From an optimization exercise on the open Yosys and OpenROAD flow, aimed at small area, a short achievable clock period and few clock cycles; shortcuts taken in it are not production practice. Where RTL was checked, it was by simulation tests only, not by an equivalence proof against the original. No activity file was given, so power comes from the tool's default toggle rates.

==> run P: inputs <==
==> flow/design.v (excerpt) <==
module MyDesign(
      output reg        dut_busy                   ,
      input  wire       dut_run                    ,
      input  wire       reset_b                    ,
      input  wire       clk                        ,
      output            input_sram_write_enable    ,
      output     [11:0] input_sram_write_addresss  ,
      output     [15:0] input_sram_write_data      ,
      output     [11:0] input_sram_read_address    ,
      input wire [15:0] input_sram_read_data       ,
      output reg        output_sram_write_enable    ,
      output reg [11:0] output_sram_write_addresss  ,
      output reg [15:0] output_sram_write_data      ,
      output     [11:0] output_sram_read_address    ,
      input wire [15:0] output_sram_read_data       ,
      output            scratchpad_sram_write_enable    ,
      output     [11:0] scratchpad_sram_write_addresss  ,
      output     [15:0] scratchpad_sram_write_data      ,
      output     [11:0] scratchpad_sram_read_address    ,
      input wire [15:0] scratchpad_sram_read_data       ,
      output            weights_sram_write_enable    ,
      output     [11:0] weights_sram_write_addresss  ,
      output     [15:0] weights_sram_write_data      ,
      output reg [11:0] weights_sram_read_address    ,
      input wire [15:0] weights_sram_read_data
);
clock: 13.0 ns
lec_check: 0
cap_margin: 80
core_margin: 2
core_utilization: 40
slew_margin: 80
standard.sh (not shown) runs the stock make flow with config.mk's settings and CLKGATE_MAP_FILE= SYNTH_SCRIPT=/design/flow/synth_recipe.tcl, a recipe that flattens the netlist after the stock synthesis.
==> flow/flow/run.sh <==
#!/bin/bash
# Own layout flow: the standard flow (standard.sh) with two changes.
#  1. After the standard synthesis, fa_polarity.py chooses each full adder's polarity (a full
#     adder is self-dual) and swaps simple gates for their complements, so that most of the
#     inverters Yosys leaves between the adders of the multiplier tree go away. Registers and
#     their cells are untouched; the netlist computes the same function.
#  2. Ports are buffered with sky130_fd_sc_hd__buf_4 (one buffer per port, as the standard
#     flow does) instead of the buffer buffer_ports picks by itself.
# Each step's full output goes to a log file in the work folder.
set -euo pipefail
W=$PWD
RES=$W/orfs/results/${FLOW_PLATFORM}/MyDesign/base
bash standard.sh synth > 1_std_synth.log 2>&1
cp "$RES/1_2_yosys.v" 1_2_yosys.standard.v
python3 flow/fa_polarity.py 1_2_yosys.standard.v 1_2_yosys.polarity.v --size '^\\x[0-2][0-2]\[=sky130_fd_sc_hd__dfxtp_2' '^\\(addr|output_sram_write|dut_busy)=sky130_fd_sc_hd__dfxtp_2' > 2_fa_polarity.log 2>&1
cp 1_2_yosys.polarity.v "$RES/1_2_yosys.v"
rm -f "$RES/1_synth.odb" "$RES/1_synth.sdc"
bash standard.sh synth > 3_std_synth_odb.log 2>&1
bash standard.sh "BUFFER_PORTS_ARGS=-buffer_cell sky130_fd_sc_hd__buf_4" finish > 4_std_layout.log 2>&1
Other scripts of this flow, unchanged in this note and not shown: flow/flow/fa_polarity.py
==> inputs of run F, as changes to run P <==
--- a/flow/flow/run.sh
+++ b/flow/flow/run.sh
@@ -14,3 +14,3 @@
 cp "$RES/1_2_yosys.v" 1_2_yosys.standard.v
-python3 flow/fa_polarity.py 1_2_yosys.standard.v 1_2_yosys.polarity.v --size '^\\x[0-2][0-2]\[=sky130_fd_sc_hd__dfxtp_2' '^\\(addr|output_sram_write|dut_busy)=sky130_fd_sc_hd__dfxtp_2' > 2_fa_polarity.log 2>&1
+python3 flow/fa_polarity.py 1_2_yosys.standard.v 1_2_yosys.polarity.v --size '^\\x[0-2][0-2]\[=sky130_fd_sc_hd__dfxtp_2' '^\\(addr|waddr|output_sram_write|dut_busy)=sky130_fd_sc_hd__dfxtp_2' > 2_fa_polarity.log 2>&1
 cp 1_2_yosys.polarity.v "$RES/1_2_yosys.v"
CAP_MARGIN = 60   (was 80)
CTS_CLUSTER_DIAMETER = 100   (was not set)
CTS_CLUSTER_SIZE = 30   (was not set)
SLEW_MARGIN = 60   (was 80)
==> inputs of run Z, as changes to run P <==
CAP_MARGIN = 60   (was 80)
SLEW_MARGIN = 60   (was 80)
==> comparison <==
Run F completed without violations. Run P produced a clean layout. Run Z passed the timing, design-rule and antenna checks.
Design area, highest first: run P, run Z, run F.
In flip-flop and latch count, run Z and run F do not differ.
Sequential share of layout area, lowest first: run P, run Z, run F.
Count of clock-buffer cells in the layout: run F is lower than run P (46).
In synthesized area, run P and run F hardly differ.
Global-route usage, lowest first: run F, run Z, run P.
In sequential power, run Z and run F hardly differ.
The highest clock skew belongs to run F, the lowest to run P.
The lowest worst setup slack belongs to run P, the highest to run Z.
Non-clock buffer count, highest first: run P, run F, run Z.
==> figures <==
| item | run P | run Z | run F |
|---|---|---|---|
| Smallest hold slack | 0.326 ns | 0.325 ns | 0.333 ns |
| Register share of the cell area | 33.5% | 34.7% | 35.8% |
| Total wirelength of the detailed-routed design | 91.4 mm | 91.0 mm | 90.5 mm |
| Number of fill cells | 7227 | 7247 | 7361 |
| GR Layer Usage met2 | 38.0% | 37.8% | 37.2% |
| Buffers and inverters on the worst path | 4 | 1 | 2 |
| Clock buf/inv share | 5.52% | 5.35% | 2.20% |
| Die X | 288 um | 288 um | 288 um |
| First-pass GRT wire length | 137 mm | 135 mm | 135 mm |
| Share of total power consumed by net switching | 38.1% | 38.9% | 41.0% |
| Worst clock skew | 0.0378 ns | 0.0494 ns | 0.0527 ns |
| Number of buffers created by CTS | 58 | 56 | 24 |
| Outcome | complete, no violations | complete, no violations | complete, no violations |
| Clock network latency to the later pin of the worst-skew pair | 0.63 ns | 0.64 ns | 0.63 ns |
| Routed length on met2 | 44.0 mm | 43.9 mm | 43.1 mm |
| # clk buffers | 79 | 70 | 33 |
| Worst path arrival time | 4.61 ns | 4.37 ns | 4.43 ns |
| Register cell area after layout | 0.0125 mm2 | 0.0124 mm2 | 0.0124 mm2 |
| Total via count in the routed design | 19200 | 19000 | 18600 |
| Crit path max fanout | 4 | 8 | 6 |
| Place WS | 8.90 ns | 8.95 ns | 8.94 ns |
Function was not checked in any run of this note: the RTL went through the layout flow alone.

* * *

==> delta: inputs <==
MyDesign, a different RTL version from the one above (not shown whole).
export LEC_CHECK = 0
export CAP_MARGIN = 60
export CORE_MARGIN = 2
export CORE_UTILIZATION = 40
export CTS_CLUSTER_DIAMETER = 100
export CTS_CLUSTER_SIZE = 25
export GPL_TIMING_DRIVEN = 1
export SLEW_MARGIN = 60
create_clock -name core_clock -period 13.0 [get_ports {clk}]
==> flow/flow/run.sh <==
#!/bin/bash
# Own layout flow: the standard flow (standard.sh) with two changes.
#  1. After the standard synthesis, fa_polarity.py chooses each full adder's polarity (a full
#     adder is self-dual) and swaps simple gates for their complements, so that most of the
#     inverters Yosys leaves between the adders of the multiplier tree go away. Registers and
#     their cells are untouched; the netlist computes the same function.
#  2. Ports are buffered with sky130_fd_sc_hd__buf_4 (one buffer per port, as the standard
#     flow does) instead of the buffer buffer_ports picks by itself.
# Each step's full output goes to a log file in the work folder.
set -euo pipefail
W=$PWD
RES=$W/orfs/results/${FLOW_PLATFORM}/MyDesign/base
bash standard.sh synth > 1_std_synth.log 2>&1
cp "$RES/1_2_yosys.v" 1_2_yosys.standard.v
python3 flow/fa_polarity.py 1_2_yosys.standard.v 1_2_yosys.polarity.v --size '^\\x[0-2][0-2]\[=sky130_fd_sc_hd__dfxtp_2' '^\\(addr|waddr|output_sram_write|dut_busy)=sky130_fd_sc_hd__dfxtp_2' > 2_fa_polarity.log 2>&1
cp 1_2_yosys.polarity.v "$RES/1_2_yosys.v"
rm -f "$RES/1_synth.odb" "$RES/1_synth.sdc"
bash standard.sh synth > 3_std_synth_odb.log 2>&1
bash standard.sh "BUFFER_PORTS_ARGS=-buffer_cell sky130_fd_sc_hd__buf_4" finish > 4_std_layout.log 2>&1
Other scripts of this flow, unchanged in this note and not shown: flow/flow/fa_polarity.py
==> inputs of lagoon, as changes to delta <==
CORE_UTILIZATION = 55   (was 40)
GPL_TIMING_DRIVEN = default   (was 1)
PLACE_DENSITY = 0.7   (was default)
==> inputs of zinc, as changes to delta <==
GPL_TIMING_DRIVEN = default   (was 1)
==> inputs of pepper, as changes to delta <==
CAP_MARGIN = 45   (was 60)
CORE_UTILIZATION = 55   (was 40)
GPL_TIMING_DRIVEN = default   (was 1)
PLACE_DENSITY = 0.7   (was default)
SLEW_MARGIN = 45   (was 60)
==> results_dict.tcl <==
set metrics [dict create \
    final_core_util_pct 58.9 \
    regArea_um2 11000 \
    fin_nets 3217 \
    n_all_buffers 106 \
    status "complete, no violations" \
    n_fill_cell 4425 \
    worstSetupEndpoint "input_sram_read_address[7]" \
    dp.cells 3234 \
    leakage_uw 0.0130 \
    period_share_pct 29.2 \
]
-- figures above: lagoon

==> results_dict.tcl <==
set metrics [dict create \
    status "complete, no violations" \
    wire_per_inst_um 26.5 \
    regArea_um2 11000 \
    dp.cells 3217 \
    worstSetupEndpoint "u_tree.mid[49]$_DFF_P_" \
    holdWs_ps 299 \
    final-setup-viol-count 0 \
    n_fill_cell 4481 \
    leakage_uw 0.0129 \
    post_cts_buffers 0 \
    fin_nets 3195 \
    period_share_pct 29.4 \
    dr.pass1.iters 6 \
    r2r-start "kr[4][5]$_DFFE_PN_" \
]
-- figures above: pepper

==> results_dict.tcl <==
set metrics [dict create \
    holdPathEnd "u_tree.ra[2]$_DFF_P_" \
    cts_root_buf "clkbuf_16" \
    path_buf_inv 1 \
    crit_arrival_ps 1230 \
    drt-initial-drc-count 1385 \
    met2_length_mm 40.7 \
    n_all_buffers 104 \
    final_core_util_pct 43.6 \
    switchingPower_uw 2370 \
    regArea_um2 11000 \
    n_fill_cell 6846 \
    power.internal_uw 3560 \
    worstSetupEndpoint "input_sram_read_address[7]" \
    status "complete, no violations" \
    clkTransAtPathRegs_ps 110 \
    fin_nets 3216 \
    period_share_pct 29.4 \
]
-- figures above: delta

==> results_dict.tcl <==
set metrics [dict create \
    regArea_um2 11000 \
    status "complete, no violations" \
    slew-limit-headroom_pct 57.5 \
    final_core_util_pct 43.6 \
    n_all_buffers 105 \
    leakage_uw 0.0130 \
    n_fill_cell 6899 \
    period_share_pct 29.3 \
    use_met2_pct 38.2 \
    fin_nets 3217 \
    cts.path.max_buffers 3 \
    worstSetupEndpoint "input_sram_read_address[7]" \
    dp.cells 3504 \
]
-- figures above: zinc

Testbench counts of delta, summed over its fixed seeds: cycles 72,146.
Testbench counts of lagoon, summed over its fixed seeds: cycles 72,146.
Testbench counts of zinc, summed over its fixed seeds: cycles 72,146.
Testbench counts of pepper, summed over its fixed seeds: cycles 72,146.

* * *

==> run a <==
Another version of the RTL of MyDesign (not shown whole).
clock: 13.0 ns
lec_check: 0
cap_margin: 20
core_margin: 2
core_utilization: 40
slew_margin: 20
run.sh (not shown) runs the stock make flow with config.mk's settings and CLKGATE_MAP_FILE= SYNTH_SCRIPT=/design/flow/synth_recipe.tcl, a recipe that flattens the netlist after the stock synthesis.
Stock flow here: none of the scripts above is used.
==> run b (differences from run a) <==
--- a/flow/design.v
+++ b/flow/design.v
@@ -46,12 +46,15 @@
   reg  [5:0]  half;            
   reg  [1:0]  j;               
   reg  [4:0]  s;               
   reg  [4:0]  a;               
   reg  [2:0]  dcnt;            
-  wire last_s = (s == half[4:0] - 5'd1);
-  wire last_a = (a == half[4:0] - 5'd2);
+  reg  last_s, last_a;
+  always @(posedge clk) begin
+    last_s <= (s == half[4:0] - 5'd1);
+    last_a <= (a == half[4:0] - 5'd2);
+  end
   wire hdr_end = (input_sram_read_data[7:0] == 8'hFF);
   wire        use_cb  = (j == 2'd3) && !(last_s && last_a);
   wire [11:0] abase   = use_cb ? cb : addr;
   wire [5:0]  ainc    = (j != 2'd3) ? half : 6'd0;
   wire        acin    = (j == 2'd3);
@@ -98,11 +101,11 @@
         S_HW: begin
           state <= S_HDR;
         end
         S_DONE: begin
           dcnt <= dcnt + 3'd1;
-          if (dcnt == 3'd5) begin
+          if (dcnt == 3'd6) begin
             dut_busy <= 1'b0;
             state    <= S_IDLE;
             addr     <= 12'd0;
           end
         end
@@ -138,42 +141,45 @@
     sr1 <= sr0; sr2 <= sr1; sr3 <= sr2; sr4 <= sr3; sr5 <= sr4; sr6 <= sr5;
     sr7 <= sr6[7:0]; sr8 <= sr7;
   end
   wire tag_start = (state == S_RUN) && (j == 2'd2) && (s != 5'd0);
   wire tag_last  = tag_start && last_s && last_a;
-  reg  [8:1] tg, lt;
-  reg        sel_a;
+  reg  [9:1] tg, lt;
+  reg        sel_a, sel_b;
   always @(posedge clk) begin
     if (!reset_b) begin
-      tg <= 8'd0; lt <= 8'd0; sel_a <= 1'b0;
+      tg <= 9'd0; lt <= 9'd0; sel_a <= 1'b0; sel_b <= 1'b0;
     end else begin
-      tg <= {tg[7:1], tag_start};
-      lt <= {lt[7:1], tag_last};
+      tg <= {tg[8:1], tag_start};
+      lt <= {lt[8:1], tag_last};
       sel_a <= tg[1] | tg[2];
+      sel_b <= tg[3] | tg[4];
     end
   end
   wire [7:0] x00 = sel_a ? sr6[15:8] : sr8;
   wire [7:0] x01 = sel_a ? sr6[7:0]  : sr4[15:8];
   wire [7:0] x02 = sel_a ? sr2[15:8] : sr4[7:0];
-  wire [7:0] x10 = sel_a ? sr5[15:8] : sr7;
-  wire [7:0] x11 = sel_a ? sr5[7:0]  : sr3[15:8];
-  wire [7:0] x12 = sel_a ? sr1[15:8] : sr3[7:0];
-  wire [7:0] x20 = sel_a ? sr4[15:8] : sr6[7:0];
-  wire [7:0] x21 = sel_a ? sr4[7:0]  : sr2[15:8];
-  wire [7:0] x22 = sel_a ? sr0[15:8] : sr2[7:0];
+  wire [7:0] x10 = sel_b ? sr7 : sr5[15:8];
+  wire [7:0] x11 = sel_b ? sr3[15:8] : sr5[7:0];
+  wire [7:0] x12 = sel_b ? sr3[7:0] : sr1[15:8];
+  wire [7:0] x20 = sel_b ? sr6[7:0] : sr4[15:8];
+  wire [7:0] x21 = sel_b ? sr2[15:8] : sr4[7:0];
+  wire [7:0] x22 = sel_b ? sr2[7:0] : sr0[15:8];
   wire [18:0] ra, rb;
   conv_tree u_tree (
     .clk(clk),
     .k({kr[8], kr[7], kr[6], kr[5], kr[4], kr[3], kr[2], kr[1], kr[0]}),
     .x({x22, x21, x20, x12, x11, x10, x02, x01, x00}),
     .ra(ra), .rb(rb)
   );
   wire [18:0] conv = ra + rb;
   wire [6:0]  cl   = conv[18] ? 7'd0 : ((|conv[17:7]) ? 7'd127 : conv[6:0]);
+  reg  [6:0]  clr;
   reg  [6:0]  pool;
   always @(posedge clk) begin
-    if (tg[4] || cl > pool) pool <= cl;
+    clr <= cl;
+    if (tg[5] || clr > pool) pool <= clr;
   end
   reg hi_full;
   always @(posedge clk) begin
     if (!reset_b) begin
       output_sram_write_enable <= 1'b0;
@@ -185,15 +191,15 @@
         output_sram_write_addresss <= output_sram_write_addresss + 12'd1;
       if (state == S_IDLE) begin
         output_sram_write_addresss <= 12'd0;
         hi_full <= 1'b0;
       end
-      if (tg[8]) begin
+      if (tg[9]) begin
         if (!hi_full) begin
           output_sram_write_data[15:8] <= {1'b0, pool};
           output_sram_write_data[7:0]  <= 8'd0;
-          if (lt[8]) output_sram_write_enable <= 1'b1;
+          if (lt[9]) output_sram_write_enable <= 1'b1;
           else       hi_full <= 1'b1;
         end else begin
           output_sram_write_data[7:0] <= {1'b0, pool};
           output_sram_write_enable <= 1'b1;
           hi_full <= 1'b0;
==> results.py <==
metrics = {
    "status": {
        "status": "timing/DRC/antenna clean",
    },
    "drt": {
        "wl_met3_um": 7220,
    },
    "layout": {
        "seq_cells": 550,
        "drive_gt1_share_pct": 6.20,
        "final_cell_mix": "579 x inv_1, 543 x fa_1, 438 x dfxtp_1, 316 x nand2_1, 234 x and2_1",
        "seq_area_mm2": 0.0121,
    },
    "logic_synthesis": {
        "syn_avg_cell_area_um2": 11.1,
        "synthMuxAreaShare_pct": 2.64,
        "synth.area.top_cells": "fa_1 32%, dfxtp_1 26%, edfxtp_1 9.9%",
    },
    "power_and_ir_drop": {
        "p_per_area_mw_per_mm2": 232,
        "finalPower_mw": 8.75,
    },
    "clock_network": {
        "clock_sinks": 550,
    },
    "hold_path": {
        "hold_end": "sr2[0]$_DFF_P_",
    },
    "sta": {
        "finClkSkew_ns": 0.0608,
    },
}
the above is filed under run b

==> results.py <==
metrics = {
    "logic_synthesis": {
        "synth_compound_area_share_pct": 3.39,
        "synth.area.top_cells": "fa_1 32%, dfxtp_1 26%, edfxtp_1 10%",
    },
    "grt": {
        "grtUsageMet1_pct": 27.3,
    },
    "clock_network": {
        "clk_pin_slew_ns": 0.06,
        "clock_sinks": 538,
    },
    "layout": {
        "seq_cells": 538,
        "seq_area_mm2": 0.0119,
        "drive_gt1_share_pct": 6.25,
    },
    "power_and_ir_drop": {
        "p_per_area_mw_per_mm2": 241,
        "finalPower_mw": 8.95,
    },
    "status": {
        "status": "timing/DRC/antenna clean",
    },
    "hold_path": {
        "hold_end": "sr2[2]$_DFF_P_",
    },
    "sta": {
        "finClkSkew_ns": 0.0387,
    },
}
the above is filed under run a

Testbench counts of run a, summed over its fixed seeds: cycles 72,122.
The RTL of run b was laid out without a check of its function.

-- what the ideal ports hide --
The flow's constraints put no driver on any port. The routed layouts listed below were extracted and timed again, unchanged, in two steps. Step 1 sets driving cells, clkbuf_16 on the clock port and buf_2 on the other inputs (assumed; they add their load-dependent delay and slew). Step 2 adds t to the input delays and takes it off the output delays; t is the mean of the earliest and latest rising clock arrival at the registers after step 1. Input paths then give back, and output paths get back, about the clock's delay inside the block. a / b / c = ideal / step 1 / step 2; a / b = the first two.
| run | t, ns | setup slack, ns | hold WS [ns] | worst setup path after step 2 | worst slew at a driven data input, ns |
|---|---|---|---|---|---|
| run P | 0.672 | 8.849 / 8.849 / 8.849 | 0.326 / 0.326 / 0.326 | register to register | 0.07 |
| run F | 0.664 | 9.069 / 9.069 / 8.944 | 0.333 / 0.333 / 0.333 | input to register | 0.06 |
| run Z | 0.672 | 9.099 / 9.052 / 8.959 | 0.325 / 0.325 / 0.325 | input to register | 0.07 |
| delta | 0.657 | 9.172 / 9.116 / 8.924 | 0.333 / 0.333 / 0.333 | input to register | 0.07 |
| lagoon | 0.662 | 9.204 / 9.144 / 8.952 | 0.335 / 0.335 / 0.335 | input to register | 0.08 |
| zinc | 0.656 | 9.191 / 9.134 / 8.916 | 0.323 / 0.323 / 0.323 | input to register | 0.07 |
| pepper | 0.655 | 9.176 / 9.152 / 8.933 | 0.299 / 0.299 / 0.299 | input to register | 0.07 |
| run a | 0.692 | 7.558 / 7.558 / 7.558 | 0.323 / 0.323 / 0.323 | register to register | 0.06 |
| run b | 0.696 | 8.336 / 8.336 / 8.336 | 0.327 / 0.327 / 0.327 | register to register | 0.06 |
After both steps every run listed still meets setup and hold. The setup slack of zinc, which loses most, moves by -0.057 ns with the drivers and by -0.275 ns with both steps.
